Background: an optimization exercise with open tools, aiming at small area and few clock cycles per item. Do not read the settings as production practice. No functional check of the RTL was part of this run.

[flow/design.v]
module md5 (
    input          clk,
    input          rst_n,
    input          in_valid,
    input  [63:0]  msg,
    output         out_valid,
    output [127:0] hash,
    output [63:0]  out_msg
);
wire [31:0] m0_in = {msg[39:32], msg[47:40], msg[55:48], msg[63:56]};
wire [31:0] m1_in = {msg[7:0], msg[15:8], msg[23:16], msg[31:24]};
wire [31:0] f0 = ((32'hefcdab89 & 32'h98badcfe) | (~32'hefcdab89 & 32'h10325476));
wire [31:0] x0 = 32'h67452301 + 32'hd76aa478 + m0_in;
wire [31:0] t0 = x0 + f0;
wire [31:0] b1 = 32'hefcdab89 + {t0[24:0], t0[31:25]};
wire [31:0] f1 = ((b1 & 32'hefcdab89) | (~b1 & 32'h98badcfe));
wire [31:0] x1 = 32'h10325476 + 32'he8c7b756 + m1_in;
wire [31:0] t1 = x1 + f1;
wire [31:0] b2 = b1 + {t1[19:0], t1[31:20]};
reg [31:0] s1_b1;
reg [31:0] s1_b2;
reg [31:0] s1_m0, s1_m1;
reg        s1_v;
always @(posedge clk) begin
    s1_b1 <= b1;
    s1_b2 <= b2;
    s1_m0 <= m0_in;
    s1_m1 <= m1_in;
    s1_v  <= rst_n & in_valid;
end
wire [31:0] f2 = ((s1_b2 & s1_b1) | (~s1_b2 & 32'hefcdab89));
wire [31:0] x2 = 32'h98badcfe + 32'h2420715b;
wire [31:0] t2 = x2 + f2;
wire [31:0] b3 = s1_b2 + {t2[14:0], t2[31:15]};
wire [31:0] f3 = ((b3 & s1_b2) | (~b3 & s1_b1));
wire [31:0] x3 = 32'hefcdab89 + 32'hc1bdceee;
wire [31:0] t3 = x3 + f3;
wire [31:0] b4 = b3 + {t3[9:0], t3[31:10]};
wire [31:0] f4 = ((b4 & b3) | (~b4 & s1_b2));
wire [31:0] x4 = s1_b1 + 32'hf57c0faf;
wire [31:0] t4 = x4 + f4;
wire [31:0] b5 = b4 + {t4[24:0], t4[31:25]};
reg [31:0] s2_b2;
reg [31:0] s2_b3;
reg [31:0] s2_b4;
reg [31:0] s2_b5;
reg [31:0] s2_m0, s2_m1;
reg        s2_v;
always @(posedge clk) begin
    s2_b2 <= s1_b2;
    s2_b3 <= b3;
    s2_b4 <= b4;
    s2_b5 <= b5;
    s2_m0 <= s1_m0;
    s2_m1 <= s1_m1;
    s2_v  <= rst_n & s1_v;
end
wire [31:0] f5 = ((s2_b5 & s2_b4) | (~s2_b5 & s2_b3));
wire [31:0] x5 = s2_b2 + 32'h4787c62a;
wire [31:0] t5 = x5 + f5;
wire [31:0] b6 = s2_b5 + {t5[19:0], t5[31:20]};
wire [31:0] f6 = ((b6 & s2_b5) | (~b6 & s2_b4));
wire [31:0] x6 = s2_b3 + 32'ha8304613;
wire [31:0] t6 = x6 + f6;
wire [31:0] b7 = b6 + {t6[14:0], t6[31:15]};
wire [31:0] f7 = ((b7 & b6) | (~b7 & s2_b5));
wire [31:0] x7 = s2_b4 + 32'hfd469501;
wire [31:0] t7 = x7 + f7;
wire [31:0] b8 = b7 + {t7[9:0], t7[31:10]};
reg [31:0] s3_b5;
reg [31:0] s3_b6;
reg [31:0] s3_b7;
reg [31:0] s3_b8;
reg [31:0] s3_m0, s3_m1;
reg        s3_v;
always @(posedge clk) begin
    s3_b5 <= s2_b5;
    s3_b6 <= b6;
    s3_b7 <= b7;
    s3_b8 <= b8;
    s3_m0 <= s2_m0;
    s3_m1 <= s2_m1;
    s3_v  <= rst_n & s2_v;
end
wire [31:0] f8 = ((s3_b8 & s3_b7) | (~s3_b8 & s3_b6));
wire [31:0] x8 = s3_b5 + 32'h698098d8;
wire [31:0] t8 = x8 + f8;
wire [31:0] b9 = s3_b8 + {t8[24:0], t8[31:25]};
wire [31:0] f9 = ((b9 & s3_b8) | (~b9 & s3_b7));
wire [31:0] x9 = s3_b6 + 32'h8b44f7af;
wire [31:0] t9 = x9 + f9;
wire [31:0] b10 = b9 + {t9[19:0], t9[31:20]};
wire [31:0] f10 = ((b10 & b9) | (~b10 & s3_b8));
wire [31:0] x10 = s3_b7 + 32'hffff5bb1;
wire [31:0] t10 = x10 + f10;
wire [31:0] b11 = b10 + {t10[14:0], t10[31:15]};
reg [31:0] s4_b8;
reg [31:0] s4_b9;
reg [31:0] s4_b10;
reg [31:0] s4_b11;
reg [31:0] s4_m0, s4_m1;
reg        s4_v;
always @(posedge clk) begin
    s4_b8 <= s3_b8;
    s4_b9 <= b9;
    s4_b10 <= b10;
    s4_b11 <= b11;
    s4_m0 <= s3_m0;
    s4_m1 <= s3_m1;
    s4_v  <= rst_n & s3_v;
end
wire [31:0] f11 = ((s4_b11 & s4_b10) | (~s4_b11 & s4_b9));
wire [31:0] x11 = s4_b8 + 32'h895cd7be;
wire [31:0] t11 = x11 + f11;
wire [31:0] b12 = s4_b11 + {t11[9:0], t11[31:10]};
wire [31:0] f12 = ((b12 & s4_b11) | (~b12 & s4_b10));
wire [31:0] x12 = s4_b9 + 32'h6b901122;
wire [31:0] t12 = x12 + f12;
wire [31:0] b13 = b12 + {t12[24:0], t12[31:25]};
wire [31:0] f13 = ((b13 & b12) | (~b13 & s4_b11));
wire [31:0] x13 = s4_b10 + 32'hfd987193;
wire [31:0] t13 = x13 + f13;
wire [31:0] b14 = b13 + {t13[19:0], t13[31:20]};
reg [31:0] s5_b11;
reg [31:0] s5_b12;
reg [31:0] s5_b13;
reg [31:0] s5_b14;
reg [31:0] s5_m0, s5_m1;
reg        s5_v;
always @(posedge clk) begin
    s5_b11 <= s4_b11;
    s5_b12 <= b12;
    s5_b13 <= b13;
    s5_b14 <= b14;
    s5_m0 <= s4_m0;
    s5_m1 <= s4_m1;
    s5_v  <= rst_n & s4_v;
end
wire [31:0] f14 = ((s5_b14 & s5_b13) | (~s5_b14 & s5_b12));
wire [31:0] x14 = s5_b11 + 32'ha67943ce;
wire [31:0] t14 = x14 + f14;
wire [31:0] b15 = s5_b14 + {t14[14:0], t14[31:15]};
wire [31:0] f15 = ((b15 & s5_b14) | (~b15 & s5_b13));
wire [31:0] x15 = s5_b12 + 32'h49b40821;
wire [31:0] t15 = x15 + f15;
wire [31:0] b16 = b15 + {t15[9:0], t15[31:10]};
wire [31:0] f16 = ((s5_b14 & b16) | (b15 & ~s5_b14));
wire [31:0] x16 = s5_b13 + 32'hf61e2562 + s5_m1;
wire [31:0] t16 = x16 + f16;
wire [31:0] b17 = b16 + {t16[26:0], t16[31:27]};
reg [31:0] s6_b14;
reg [31:0] s6_b15;
reg [31:0] s6_b16;
reg [31:0] s6_b17;
reg [31:0] s6_m0, s6_m1;
reg        s6_v;
always @(posedge clk) begin
    s6_b14 <= s5_b14;
    s6_b15 <= b15;
    s6_b16 <= b16;
    s6_b17 <= b17;
    s6_m0 <= s5_m0;
    s6_m1 <= s5_m1;
    s6_v  <= rst_n & s5_v;
end
wire [31:0] f17 = ((s6_b15 & s6_b17) | (s6_b16 & ~s6_b15));
wire [31:0] x17 = s6_b14 + 32'hc040b340;
wire [31:0] t17 = x17 + f17;
wire [31:0] b18 = s6_b17 + {t17[22:0], t17[31:23]};
wire [31:0] f18 = ((s6_b16 & b18) | (s6_b17 & ~s6_b16));
wire [31:0] x18 = s6_b15 + 32'h265e5a51;
wire [31:0] t18 = x18 + f18;
wire [31:0] b19 = b18 + {t18[17:0], t18[31:18]};
wire [31:0] f19 = ((s6_b17 & b19) | (b18 & ~s6_b17));
wire [31:0] x19 = s6_b16 + 32'he9b6c7aa + s6_m0;
wire [31:0] t19 = x19 + f19;
wire [31:0] b20 = b19 + {t19[11:0], t19[31:12]};
reg [31:0] s7_b17;
reg [31:0] s7_b18;
reg [31:0] s7_b19;
reg [31:0] s7_b20;
reg [31:0] s7_m0, s7_m1;
reg        s7_v;
always @(posedge clk) begin
    s7_b17 <= s6_b17;
    s7_b18 <= b18;
    s7_b19 <= b19;
    s7_b20 <= b20;
    s7_m0 <= s6_m0;
    s7_m1 <= s6_m1;
    s7_v  <= rst_n & s6_v;
end
wire [31:0] f20 = ((s7_b18 & s7_b20) | (s7_b19 & ~s7_b18));
wire [31:0] x20 = s7_b17 + 32'hd62f105d;
wire [31:0] t20 = x20 + f20;
wire [31:0] b21 = s7_b20 + {t20[26:0], t20[31:27]};
wire [31:0] f21 = ((s7_b19 & b21) | (s7_b20 & ~s7_b19));
wire [31:0] x21 = s7_b18 + 32'h02441453;
wire [31:0] t21 = x21 + f21;
wire [31:0] b22 = b21 + {t21[22:0], t21[31:23]};
wire [31:0] f22 = ((s7_b20 & b22) | (b21 & ~s7_b20));
wire [31:0] x22 = s7_b19 + 32'hd8a1e681;
wire [31:0] t22 = x22 + f22;
wire [31:0] b23 = b22 + {t22[17:0], t22[31:18]};
reg [31:0] s8_b20;
reg [31:0] s8_b21;
reg [31:0] s8_b22;
reg [31:0] s8_b23;
reg [31:0] s8_m0, s8_m1;
reg        s8_v;
always @(posedge clk) begin
    s8_b20 <= s7_b20;
    s8_b21 <= b21;
    s8_b22 <= b22;
    s8_b23 <= b23;
    s8_m0 <= s7_m0;
    s8_m1 <= s7_m1;
    s8_v  <= rst_n & s7_v;
end
wire [31:0] f23 = ((s8_b21 & s8_b23) | (s8_b22 & ~s8_b21));
wire [31:0] x23 = s8_b20 + 32'he7d3fbc8;
wire [31:0] t23 = x23 + f23;
wire [31:0] b24 = s8_b23 + {t23[11:0], t23[31:12]};
wire [31:0] f24 = ((s8_b22 & b24) | (s8_b23 & ~s8_b22));
wire [31:0] x24 = s8_b21 + 32'h21e1cde6;
wire [31:0] t24 = x24 + f24;
wire [31:0] b25 = b24 + {t24[26:0], t24[31:27]};
wire [31:0] f25 = ((s8_b23 & b25) | (b24 & ~s8_b23));
wire [31:0] x25 = s8_b22 + 32'hc3370816;
wire [31:0] t25 = x25 + f25;
wire [31:0] b26 = b25 + {t25[22:0], t25[31:23]};
reg [31:0] s9_b23;
reg [31:0] s9_b24;
reg [31:0] s9_b25;
reg [31:0] s9_b26;
reg [31:0] s9_m0, s9_m1;
reg        s9_v;
always @(posedge clk) begin
    s9_b23 <= s8_b23;
    s9_b24 <= b24;
    s9_b25 <= b25;
    s9_b26 <= b26;
    s9_m0 <= s8_m0;
    s9_m1 <= s8_m1;
    s9_v  <= rst_n & s8_v;
end
wire [31:0] f26 = ((s9_b24 & s9_b26) | (s9_b25 & ~s9_b24));
wire [31:0] x26 = s9_b23 + 32'hf4d50d87;
wire [31:0] t26 = x26 + f26;
wire [31:0] b27 = s9_b26 + {t26[17:0], t26[31:18]};
wire [31:0] f27 = ((s9_b25 & b27) | (s9_b26 & ~s9_b25));
wire [31:0] x27 = s9_b24 + 32'h455a14ed;
wire [31:0] t27 = x27 + f27;
wire [31:0] b28 = b27 + {t27[11:0], t27[31:12]};
wire [31:0] f28 = ((s9_b26 & b28) | (b27 & ~s9_b26));
wire [31:0] x28 = s9_b25 + 32'ha9e3e905;
wire [31:0] t28 = x28 + f28;
wire [31:0] b29 = b28 + {t28[26:0], t28[31:27]};
reg [31:0] s10_b26;
reg [31:0] s10_b27;
reg [31:0] s10_b28;
reg [31:0] s10_b29;
reg [31:0] s10_m0, s10_m1;
reg        s10_v;
always @(posedge clk) begin
    s10_b26 <= s9_b26;
    s10_b27 <= b27;
    s10_b28 <= b28;
    s10_b29 <= b29;
    s10_m0 <= s9_m0;
    s10_m1 <= s9_m1;
    s10_v  <= rst_n & s9_v;
end
wire [31:0] f29 = ((s10_b27 & s10_b29) | (s10_b28 & ~s10_b27));
wire [31:0] x29 = s10_b26 + 32'hfcefa478;
wire [31:0] t29 = x29 + f29;
wire [31:0] b30 = s10_b29 + {t29[22:0], t29[31:23]};
wire [31:0] f30 = ((s10_b28 & b30) | (s10_b29 & ~s10_b28));
wire [31:0] x30 = s10_b27 + 32'h676f02d9;
wire [31:0] t30 = x30 + f30;
wire [31:0] b31 = b30 + {t30[17:0], t30[31:18]};
wire [31:0] f31 = ((s10_b29 & b31) | (b30 & ~s10_b29));
wire [31:0] x31 = s10_b28 + 32'h8d2a4c8a;
wire [31:0] t31 = x31 + f31;
wire [31:0] b32 = b31 + {t31[11:0], t31[31:12]};
reg [31:0] s11_b29;
reg [31:0] s11_b30;
reg [31:0] s11_b31;
reg [31:0] s11_b32;
reg [31:0] s11_m0, s11_m1;
reg        s11_v;
always @(posedge clk) begin
    s11_b29 <= s10_b29;
    s11_b30 <= b30;
    s11_b31 <= b31;
    s11_b32 <= b32;
    s11_m0 <= s10_m0;
    s11_m1 <= s10_m1;
    s11_v  <= rst_n & s10_v;
end
wire [31:0] f32 = (s11_b32 ^ s11_b31 ^ s11_b30);
wire [31:0] x32 = s11_b29 + 32'hfffa3942;
wire [31:0] t32 = x32 + f32;
wire [31:0] b33 = s11_b32 + {t32[27:0], t32[31:28]};
wire [31:0] f33 = (b33 ^ s11_b32 ^ s11_b31);
wire [31:0] x33 = s11_b30 + 32'h8771f681;
wire [31:0] t33 = x33 + f33;
wire [31:0] b34 = b33 + {t33[20:0], t33[31:21]};
wire [31:0] f34 = (b34 ^ b33 ^ s11_b32);
wire [31:0] x34 = s11_b31 + 32'h6d9d6122;
wire [31:0] t34 = x34 + f34;
wire [31:0] b35 = b34 + {t34[15:0], t34[31:16]};
reg [31:0] s12_b32;
reg [31:0] s12_b33;
reg [31:0] s12_b34;
reg [31:0] s12_b35;
reg [31:0] s12_m0, s12_m1;
reg        s12_v;
always @(posedge clk) begin
    s12_b32 <= s11_b32;
    s12_b33 <= b33;
    s12_b34 <= b34;
    s12_b35 <= b35;
    s12_m0 <= s11_m0;
    s12_m1 <= s11_m1;
    s12_v  <= rst_n & s11_v;
end
wire [31:0] f35 = (s12_b35 ^ s12_b34 ^ s12_b33);
wire [31:0] x35 = s12_b32 + 32'hfde5384c;
wire [31:0] t35 = x35 + f35;
wire [31:0] b36 = s12_b35 + {t35[8:0], t35[31:9]};
wire [31:0] f36 = (b36 ^ s12_b35 ^ s12_b34);
wire [31:0] x36 = s12_b33 + 32'ha4beea44 + s12_m1;
wire [31:0] t36 = x36 + f36;
wire [31:0] b37 = b36 + {t36[27:0], t36[31:28]};
wire [31:0] f37 = (b37 ^ b36 ^ s12_b35);
wire [31:0] x37 = s12_b34 + 32'h4bdecfa9;
wire [31:0] t37 = x37 + f37;
wire [31:0] b38 = b37 + {t37[20:0], t37[31:21]};
reg [31:0] s13_b35;
reg [31:0] s13_b36;
reg [31:0] s13_b37;
reg [31:0] s13_b38;
reg [31:0] s13_m0, s13_m1;
reg        s13_v;
always @(posedge clk) begin
    s13_b35 <= s12_b35;
    s13_b36 <= b36;
    s13_b37 <= b37;
    s13_b38 <= b38;
    s13_m0 <= s12_m0;
    s13_m1 <= s12_m1;
    s13_v  <= rst_n & s12_v;
end
wire [31:0] f38 = (s13_b38 ^ s13_b37 ^ s13_b36);
wire [31:0] x38 = s13_b35 + 32'hf6bb4b60;
wire [31:0] t38 = x38 + f38;
wire [31:0] b39 = s13_b38 + {t38[15:0], t38[31:16]};
wire [31:0] f39 = (b39 ^ s13_b38 ^ s13_b37);
wire [31:0] x39 = s13_b36 + 32'hbebfbc70;
wire [31:0] t39 = x39 + f39;
wire [31:0] b40 = b39 + {t39[8:0], t39[31:9]};
wire [31:0] f40 = (b40 ^ b39 ^ s13_b38);
wire [31:0] x40 = s13_b37 + 32'h289b7ec6;
wire [31:0] t40 = x40 + f40;
wire [31:0] b41 = b40 + {t40[27:0], t40[31:28]};
reg [31:0] s14_b38;
reg [31:0] s14_b39;
reg [31:0] s14_b40;
reg [31:0] s14_b41;
reg [31:0] s14_m0, s14_m1;
reg        s14_v;
always @(posedge clk) begin
    s14_b38 <= s13_b38;
    s14_b39 <= b39;
    s14_b40 <= b40;
    s14_b41 <= b41;
    s14_m0 <= s13_m0;
    s14_m1 <= s13_m1;
    s14_v  <= rst_n & s13_v;
end
wire [31:0] f41 = (s14_b41 ^ s14_b40 ^ s14_b39);
wire [31:0] x41 = s14_b38 + 32'heaa127fa + s14_m0;
wire [31:0] t41 = x41 + f41;
wire [31:0] b42 = s14_b41 + {t41[20:0], t41[31:21]};
wire [31:0] f42 = (b42 ^ s14_b41 ^ s14_b40);
wire [31:0] x42 = s14_b39 + 32'hd4ef3085;
wire [31:0] t42 = x42 + f42;
wire [31:0] b43 = b42 + {t42[15:0], t42[31:16]};
wire [31:0] f43 = (b43 ^ b42 ^ s14_b41);
wire [31:0] x43 = s14_b40 + 32'h04881d05;
wire [31:0] t43 = x43 + f43;
wire [31:0] b44 = b43 + {t43[8:0], t43[31:9]};
reg [31:0] s15_b41;
reg [31:0] s15_b42;
reg [31:0] s15_b43;
reg [31:0] s15_b44;
reg [31:0] s15_m0, s15_m1;
reg        s15_v;
always @(posedge clk) begin
    s15_b41 <= s14_b41;
    s15_b42 <= b42;
    s15_b43 <= b43;
    s15_b44 <= b44;
    s15_m0 <= s14_m0;
    s15_m1 <= s14_m1;
    s15_v  <= rst_n & s14_v;
end
wire [31:0] f44 = (s15_b44 ^ s15_b43 ^ s15_b42);
wire [31:0] x44 = s15_b41 + 32'hd9d4d039;
wire [31:0] t44 = x44 + f44;
wire [31:0] b45 = s15_b44 + {t44[27:0], t44[31:28]};
wire [31:0] f45 = (b45 ^ s15_b44 ^ s15_b43);
wire [31:0] x45 = s15_b42 + 32'he6db99e5;
wire [31:0] t45 = x45 + f45;
wire [31:0] b46 = b45 + {t45[20:0], t45[31:21]};
wire [31:0] f46 = (b46 ^ b45 ^ s15_b44);
wire [31:0] x46 = s15_b43 + 32'h1fa27cf8;
wire [31:0] t46 = x46 + f46;
wire [31:0] b47 = b46 + {t46[15:0], t46[31:16]};
reg [31:0] s16_b44;
reg [31:0] s16_b45;
reg [31:0] s16_b46;
reg [31:0] s16_b47;
reg [31:0] s16_m0, s16_m1;
reg        s16_v;
always @(posedge clk) begin
    s16_b44 <= s15_b44;
    s16_b45 <= b45;
    s16_b46 <= b46;
    s16_b47 <= b47;
    s16_m0 <= s15_m0;
    s16_m1 <= s15_m1;
    s16_v  <= rst_n & s15_v;
end
wire [31:0] f47 = (s16_b47 ^ s16_b46 ^ s16_b45);
wire [31:0] x47 = s16_b44 + 32'hc4ac56e5;
wire [31:0] t47 = x47 + f47;
wire [31:0] b48 = s16_b47 + {t47[8:0], t47[31:9]};
wire [31:0] f48 = (s16_b47 ^ (b48 | ~s16_b46));
wire [31:0] x48 = s16_b45 + 32'hf4292244 + s16_m0;
wire [31:0] t48 = x48 + f48;
wire [31:0] b49 = b48 + {t48[25:0], t48[31:26]};
wire [31:0] f49 = (b48 ^ (b49 | ~s16_b47));
wire [31:0] x49 = s16_b46 + 32'h432aff97;
wire [31:0] t49 = x49 + f49;
wire [31:0] b50 = b49 + {t49[21:0], t49[31:22]};
reg [31:0] s17_b47;
reg [31:0] s17_b48;
reg [31:0] s17_b49;
reg [31:0] s17_b50;
reg [31:0] s17_m0, s17_m1;
reg        s17_v;
always @(posedge clk) begin
    s17_b47 <= s16_b47;
    s17_b48 <= b48;
    s17_b49 <= b49;
    s17_b50 <= b50;
    s17_m0 <= s16_m0;
    s17_m1 <= s16_m1;
    s17_v  <= rst_n & s16_v;
end
wire [31:0] f50 = (s17_b49 ^ (s17_b50 | ~s17_b48));
wire [31:0] x50 = s17_b47 + 32'hab9423e7;
wire [31:0] t50 = x50 + f50;
wire [31:0] b51 = s17_b50 + {t50[16:0], t50[31:17]};
wire [31:0] f51 = (s17_b50 ^ (b51 | ~s17_b49));
wire [31:0] x51 = s17_b48 + 32'hfc93a039;
wire [31:0] t51 = x51 + f51;
wire [31:0] b52 = b51 + {t51[10:0], t51[31:11]};
wire [31:0] f52 = (b51 ^ (b52 | ~s17_b50));
wire [31:0] x52 = s17_b49 + 32'h655b59c3;
wire [31:0] t52 = x52 + f52;
wire [31:0] b53 = b52 + {t52[25:0], t52[31:26]};
reg [31:0] s18_b50;
reg [31:0] s18_b51;
reg [31:0] s18_b52;
reg [31:0] s18_b53;
reg [31:0] s18_m0, s18_m1;
reg        s18_v;
always @(posedge clk) begin
    s18_b50 <= s17_b50;
    s18_b51 <= b51;
    s18_b52 <= b52;
    s18_b53 <= b53;
    s18_m0 <= s17_m0;
    s18_m1 <= s17_m1;
    s18_v  <= rst_n & s17_v;
end
wire [31:0] f53 = (s18_b52 ^ (s18_b53 | ~s18_b51));
wire [31:0] x53 = s18_b50 + 32'h8f0ccc92;
wire [31:0] t53 = x53 + f53;
wire [31:0] b54 = s18_b53 + {t53[21:0], t53[31:22]};
wire [31:0] f54 = (s18_b53 ^ (b54 | ~s18_b52));
wire [31:0] x54 = s18_b51 + 32'hffeff47d;
wire [31:0] t54 = x54 + f54;
wire [31:0] b55 = b54 + {t54[16:0], t54[31:17]};
wire [31:0] f55 = (b54 ^ (b55 | ~s18_b53));
wire [31:0] x55 = s18_b52 + 32'h85845dd1 + s18_m1;
wire [31:0] t55 = x55 + f55;
wire [31:0] b56 = b55 + {t55[10:0], t55[31:11]};
reg [31:0] s19_b53;
reg [31:0] s19_b54;
reg [31:0] s19_b55;
reg [31:0] s19_b56;
reg [31:0] s19_m0, s19_m1;
reg        s19_v;
always @(posedge clk) begin
    s19_b53 <= s18_b53;
    s19_b54 <= b54;
    s19_b55 <= b55;
    s19_b56 <= b56;
    s19_m0 <= s18_m0;
    s19_m1 <= s18_m1;
    s19_v  <= rst_n & s18_v;
end
wire [31:0] f56 = (s19_b55 ^ (s19_b56 | ~s19_b54));
wire [31:0] x56 = s19_b53 + 32'h6fa87e4f;
wire [31:0] t56 = x56 + f56;
wire [31:0] b57 = s19_b56 + {t56[25:0], t56[31:26]};
wire [31:0] f57 = (s19_b56 ^ (b57 | ~s19_b55));
wire [31:0] x57 = s19_b54 + 32'hfe2ce6e0;
wire [31:0] t57 = x57 + f57;
wire [31:0] b58 = b57 + {t57[21:0], t57[31:22]};
wire [31:0] f58 = (b57 ^ (b58 | ~s19_b56));
wire [31:0] x58 = s19_b55 + 32'ha3014314;
wire [31:0] t58 = x58 + f58;
wire [31:0] b59 = b58 + {t58[16:0], t58[31:17]};
reg [31:0] s20_b56;
reg [31:0] s20_b57;
reg [31:0] s20_b58;
reg [31:0] s20_b59;
reg [31:0] s20_m0, s20_m1;
reg        s20_v;
always @(posedge clk) begin
    s20_b56 <= s19_b56;
    s20_b57 <= b57;
    s20_b58 <= b58;
    s20_b59 <= b59;
    s20_m0 <= s19_m0;
    s20_m1 <= s19_m1;
    s20_v  <= rst_n & s19_v;
end
wire [31:0] f59 = (s20_b58 ^ (s20_b59 | ~s20_b57));
wire [31:0] x59 = s20_b56 + 32'h4e0811a1;
wire [31:0] t59 = x59 + f59;
wire [31:0] b60 = s20_b59 + {t59[10:0], t59[31:11]};
wire [31:0] f60 = (s20_b59 ^ (b60 | ~s20_b58));
wire [31:0] x60 = s20_b57 + 32'hf7537e82;
wire [31:0] t60 = x60 + f60;
wire [31:0] b61 = b60 + {t60[25:0], t60[31:26]};
wire [31:0] f61 = (b60 ^ (b61 | ~s20_b59));
wire [31:0] x61 = s20_b58 + 32'hbd3af235;
wire [31:0] t61 = x61 + f61;
wire [31:0] b62 = b61 + {t61[21:0], t61[31:22]};
reg [31:0] s21_b59;
reg [31:0] s21_b60;
reg [31:0] s21_b61;
reg [31:0] s21_b62;
reg [31:0] s21_m0, s21_m1;
reg        s21_v;
always @(posedge clk) begin
    s21_b59 <= s20_b59;
    s21_b60 <= b60;
    s21_b61 <= b61;
    s21_b62 <= b62;
    s21_m0 <= s20_m0;
    s21_m1 <= s20_m1;
    s21_v  <= rst_n & s20_v;
end
wire [31:0] f62 = (s21_b61 ^ (s21_b62 | ~s21_b60));
wire [31:0] x62 = s21_b59 + 32'h2ad7d33b;
wire [31:0] t62 = x62 + f62;
wire [31:0] b63 = s21_b62 + {t62[16:0], t62[31:17]};
wire [31:0] f63 = (s21_b62 ^ (b63 | ~s21_b61));
wire [31:0] x63 = s21_b60 + 32'heb86d391;
wire [31:0] t63 = x63 + f63;
wire [31:0] b64 = b63 + {t63[10:0], t63[31:11]};
wire [31:0] ha = s21_b61 + 32'h67452301;
wire [31:0] hb = b64 + 32'hefcdab89;
wire [31:0] hc = b63 + 32'h98badcfe;
wire [31:0] hd = s21_b62 + 32'h10325476;
assign hash = {{ha[7:0], ha[15:8], ha[23:16], ha[31:24]}, {hb[7:0], hb[15:8], hb[23:16], hb[31:24]}, {hc[7:0], hc[15:8], hc[23:16], hc[31:24]}, {hd[7:0], hd[15:8], hd[23:16], hd[31:24]}};
assign out_msg = {s21_m0[7:0], s21_m0[15:8], s21_m0[23:16], s21_m0[31:24], s21_m1[7:0], s21_m1[15:8], s21_m1[23:16], s21_m1[31:24]};
assign out_valid = s21_v;
endmodule
module md5_pipe (
    input          clk,
    input          rst_n,       
    input          in_valid,
    output         in_ready,
    input  [63:0]  msg,         
    output         out_valid,
    output [127:0] hash,        
    output [63:0]  out_msg      
);
assign in_ready = 1'b1;
md5 core (
    .clk      (clk),
    .rst_n    (rst_n),
    .in_valid (in_valid),
    .msg      (msg),
    .out_valid(out_valid),
    .hash     (hash),
    .out_msg  (out_msg)
);
endmodule
[flow/run.sh]
#!/bin/bash
# synth_recipe.tcl (not shown) runs the flow's synth.tcl, then flattens the netlist and writes it again
# the make line also repeats each setting of config.mk as NAME=value (left out here)
make -C /OpenROAD-flow-scripts/flow DESIGN_CONFIG=/design/flow/config.mk WORK_HOME=/design/flow/orfs CLKGATE_MAP_FILE= SYNTH_SCRIPT=/design/flow/synth_recipe.tcl finish
[flow/config.mk]
export PLATFORM = sky130hd
export DESIGN_NAME = md5_pipe
export DESIGN_NICKNAME = md5_pipe
export VERILOG_FILES = /design/flow/design.v
export SDC_FILE = /design/flow/constraint.sdc
export NUM_CORES = 8
export LEC_CHECK = 0
export CAP_MARGIN = 20
export CORE_MARGIN = 2
export CORE_UTILIZATION = 50
export SLEW_MARGIN = 20
[flow/constraint.sdc]
create_clock -name core_clock -period 12.5 [get_ports {clk}]
set_input_delay 2.5000 -clock core_clock [delete_from_list [all_inputs] [get_ports {clk}]]
set_output_delay 2.5000 -clock core_clock [all_outputs]
set_load 0.01 [all_outputs]
==> out/qor.txt <==
======================================================================================
Met2 Use GR .............................................................        0.671
Fraction of layout cells with a size suffix above 1 .....................        0.357
Worst setup slack after placement .......................................     -4090 ps
Placed Instances ........................................................        57100
CP Data Required Time ...................................................     13400 ps
Die outline area ........................................................   639000 µm²
Outcome ................................................................. complete, but fails checks
PnR worst setup slack ...................................................     -3630 ps
I/O Pins ................................................................          261
Mapped Area .............................................................   316000 µm²
Final Max Slew Viols ....................................................            0
Category of the worst setup path launch point ...........................         flop
Number of endpoints with negative hold slack in the final report ........            0
Met1 Resource Use GR ....................................................        0.492
CP Capture Type .........................................................         flop
Post-detailed-route count of antenna-violating nets .....................            0
Number of global-route vias before repair ...............................       327000
Count of synthesis-stage warnings from yosys ............................            1
Number of synthesized flops with an enable pin ..........................            0
Number of buffers between clock root and the deepest sink ...............            4
Weighted congestion reported at the end of routability-driven placement .         1.07
Cells after synthesis ...................................................        35900
Async set-or-reset flop fraction in the synthesized netlist .............            0
Standard cell core area .................................................   631000 µm²
Met3 track demand over resource in global routing .......................       0.0805
Die X ...................................................................       799 µm
Pin count of the biggest net entering global routing ....................           24
Residual DRC ............................................................            0
Violated checks ......................................................... setup timing
Part of the cycle the worst path needs ..................................         1.29
Setup violations, final .................................................          643
Signal arrival time at the worst endpoint ...............................     17030 ps
Setup repair after global routing missed its margin .....................         true
Effective utilization at floorplan ......................................        0.501
Number of non-filler instances in the completed layout ..................        58900
Clock net sink count ....................................................         3989
Post-Place Cell Area ....................................................   432000 µm²
Starting DRT DRC Count ..................................................        26200
First-pass GRT wire length ..............................................   2010000 µm
Tot GR Track Use ........................................................        0.417
Most Used Layer, Global Route ...........................................         met2
Fmax ....................................................................     62.0 MHz
Detailed-placement wirelength estimate ..................................   1170000 µm
Bufs and invs on worst path .............................................            5
Most frequent cell on the critical path .................................      a21oi_2
Post-synthesis area per instance ........................................     8.82 µm²
Crit path largest cell delay ............................................       580 ps
Clock Skew ..............................................................       137 ps
Average via count per standard cell .....................................         5.52
Growth of design area from synthesis to finish ..........................        47.8%
Antenna violations before repair ........................................          112
Main flop type after synthesis ..........................................      dfxtp_1
Syn nets ................................................................        41900
Root buffer cell ........................................................    clkbuf_16
Final Critical Period ...................................................     16130 ps
Fraction of the yosys area taken by sequential cells ....................        0.253
Global-route congestion overflow total ..................................            0
Worst Hold Slack ........................................................       234 ps
Post-layout instance area ...............................................   467000 µm²
Flop and latch count out of synthesis ...................................         3989
Cts-stage hold buffer count .............................................            0
Total wirelength of the detailed-routed design ..........................   1400000 µm
Count of nets after finishing ...........................................        56100
Slowest cell on crit path ...............................................       or4b_4
Transition at the pin with the smallest max-transition slack ............      1270 ps
Kind of cell with the highest combined delay on the critical path ....... compound AO/OA/AOI/OAI gates
R2R setup slack .........................................................     -3630 ps
Count of different cell masters after synthesis .........................          130
Die Height ..............................................................       799 µm
DR WL/cell ..............................................................      23.8 µm
H-tree levels ...........................................................            5
MaxCap Viol Count .......................................................            0
CTS clk-pin slew, worst paths ...........................................        70 ps
First-pass iteration count of the detailed router .......................           11
Maximum fanout encountered on the critical timing path ..................            5
Filler cells ............................................................        46300
Class of the tightest hold or removal check .............................      reg2reg
Crit Path Class .........................................................      reg2reg
Port buffer count .......................................................          259
Clock insertion delay at the later pin of the skew report ...............      1130 ps
Row count ...............................................................          292
Vias ....................................................................       325000
Relative slew slack .....................................................        0.145
TritonCTS buffer count ..................................................          424
Clock tree from TritonCTS ...............................................          yes
======================================================================================
what timing repair did:
item	4_1_cts	5_1_grt
cloned	0	0
endpoints found under the setup margin	652	678
pin swaps	1141	1265
gates resized for setup	1369	1244
endpoints found under the hold margin	0	0
setup buffers	611	283
metal layers:
layer / wire length, µm / share of wire / up-vias
li1: - / - / 153000
met3: 113000 / 0.080 / 4659
met2: 614000 / 0.44 / 13100
met4: 133000 / 0.095 / 74
met5: 506 / 0.00036 / -
met1: 542000 / 0.39 / 154000
cells in the final DEF (no fill, tap or decap), types with 528 or more instances in the layout:
cell,count
nor2b_1,528
a21oi_2,626
xnor2_1,3400
buf_4,13400
nand2_1,1412
nor2_1,1915
inv_1,4228
nand2b_1,624
a21oi_1,2133
xor2_1,1210
o21ai_0,1119
ha_1,5243
o21a_1,532
dfxtp_1,3915
a21o_1,1418
cell usage after synthesis (109+ instances only):
cell type	number	area [µm²]
ha_1	5693	71200
inv_1	4311	16200
dfxtp_1	3989	79900
xnor2_1	3740	32800
a21oi_1	2813	14100
nor2_1	2021	7590
o21ai_0	1579	7900
nand2_1	1458	5470
a21o_1	1421	10700
xor2_1	1303	11400
nand2b_1	655	4100
nor2b_1	596	3730
nand3_1	553	2770
o21a_1	539	4050
nor3_1	538	2690
mux2i_1	487	4870
o21bai_1	452	3390
fa_1	309	6190
mux2_2	308	3470
and3_1	269	1680
a211oi_1	228	1710
a31oi_1	222	1390
nand4_1	179	1120
and2_1	161	1010
or3_1	156	976
o211ai_1	133	998
o31ai_1	126	946
a21boi_0	121	908
or2_2	109	682
metrics by stage:
stage / utilization / TNS [ps]
CTS: 0.727 / -1038430
detailed placement: 0.684 / -1376210
floorplan: - / -195150
global route: 0.740 / -1576830
finish: 0.740 / -1180180
global placement: 0.684 / -1241760
final cells by class:
class	count	area, µm²	area share
multi-input combinational	27500	240000	0.513
timing repair buffer	13800	105000	0.225
sequential	3989	80000	0.171
inverter	4311	16200	0.0346
clock buffer	537	11800	0.0252
tap	8379	10500	0.0224
clock inverter	263	3460	0.00740
antenna	83	208	0.000444
path summary, 6_finish.rpt:
check                                      from                to  cells past startpoint
worst max-delay path            core.s11_b32[1]  core.s12_b35[31]                     80
worst min-delay path              core.s6_m1[4]     core.s7_m1[4]                      0
worst max register to register  core.s11_b32[1]  core.s12_b35[31]                     80
worst min register to register    core.s6_m1[4]     core.s7_m1[4]                      0
kinds of logic (layout without fill, tap and decap cells):
| group | count (synthesis) | count (layout) | synth area share |
|---|---|---|---|
| AOI/OAI and AO/OA | 8649 | 8649 | 0.175 |
| and+or+nand+nor | 6976 | 6976 | 0.108 |
| adders and majority gates | 6006 | 6006 | 0.245 |
| xor gates and xnor gates | 5060 | 5060 | 0.141 |
| buffers and inverters | 4389 | 18900 | 0.0522 |
| DFF | 3989 | 3989 | 0.253 |
| muxes | 795 | 795 | 0.0264 |
| other | 1 | 84 | 0.0000119 |

port drivers added, routing unchanged:
How much do the figures lean on ideal ports? The routed layout below was timed once more, with nothing changed but the port constraints. Step 1 assumes that a clkbuf_16 drives the clock port and a buf_2 every other input. Step 2 also shifts input and output timing later by t, the mid clock arrival at the registers, as if the neighbouring blocks saw the same clock. Three values: no drivers, after step 1, after step 2; two values: the first two.
t, ns: 1.205
setup slack, ns: -3.630 / -3.630 / -3.630
worst data-port slew with drivers (ns): 0.24
The setup slack of this run moves by 0.000 ns with the drivers and by 0.000 ns with both steps.
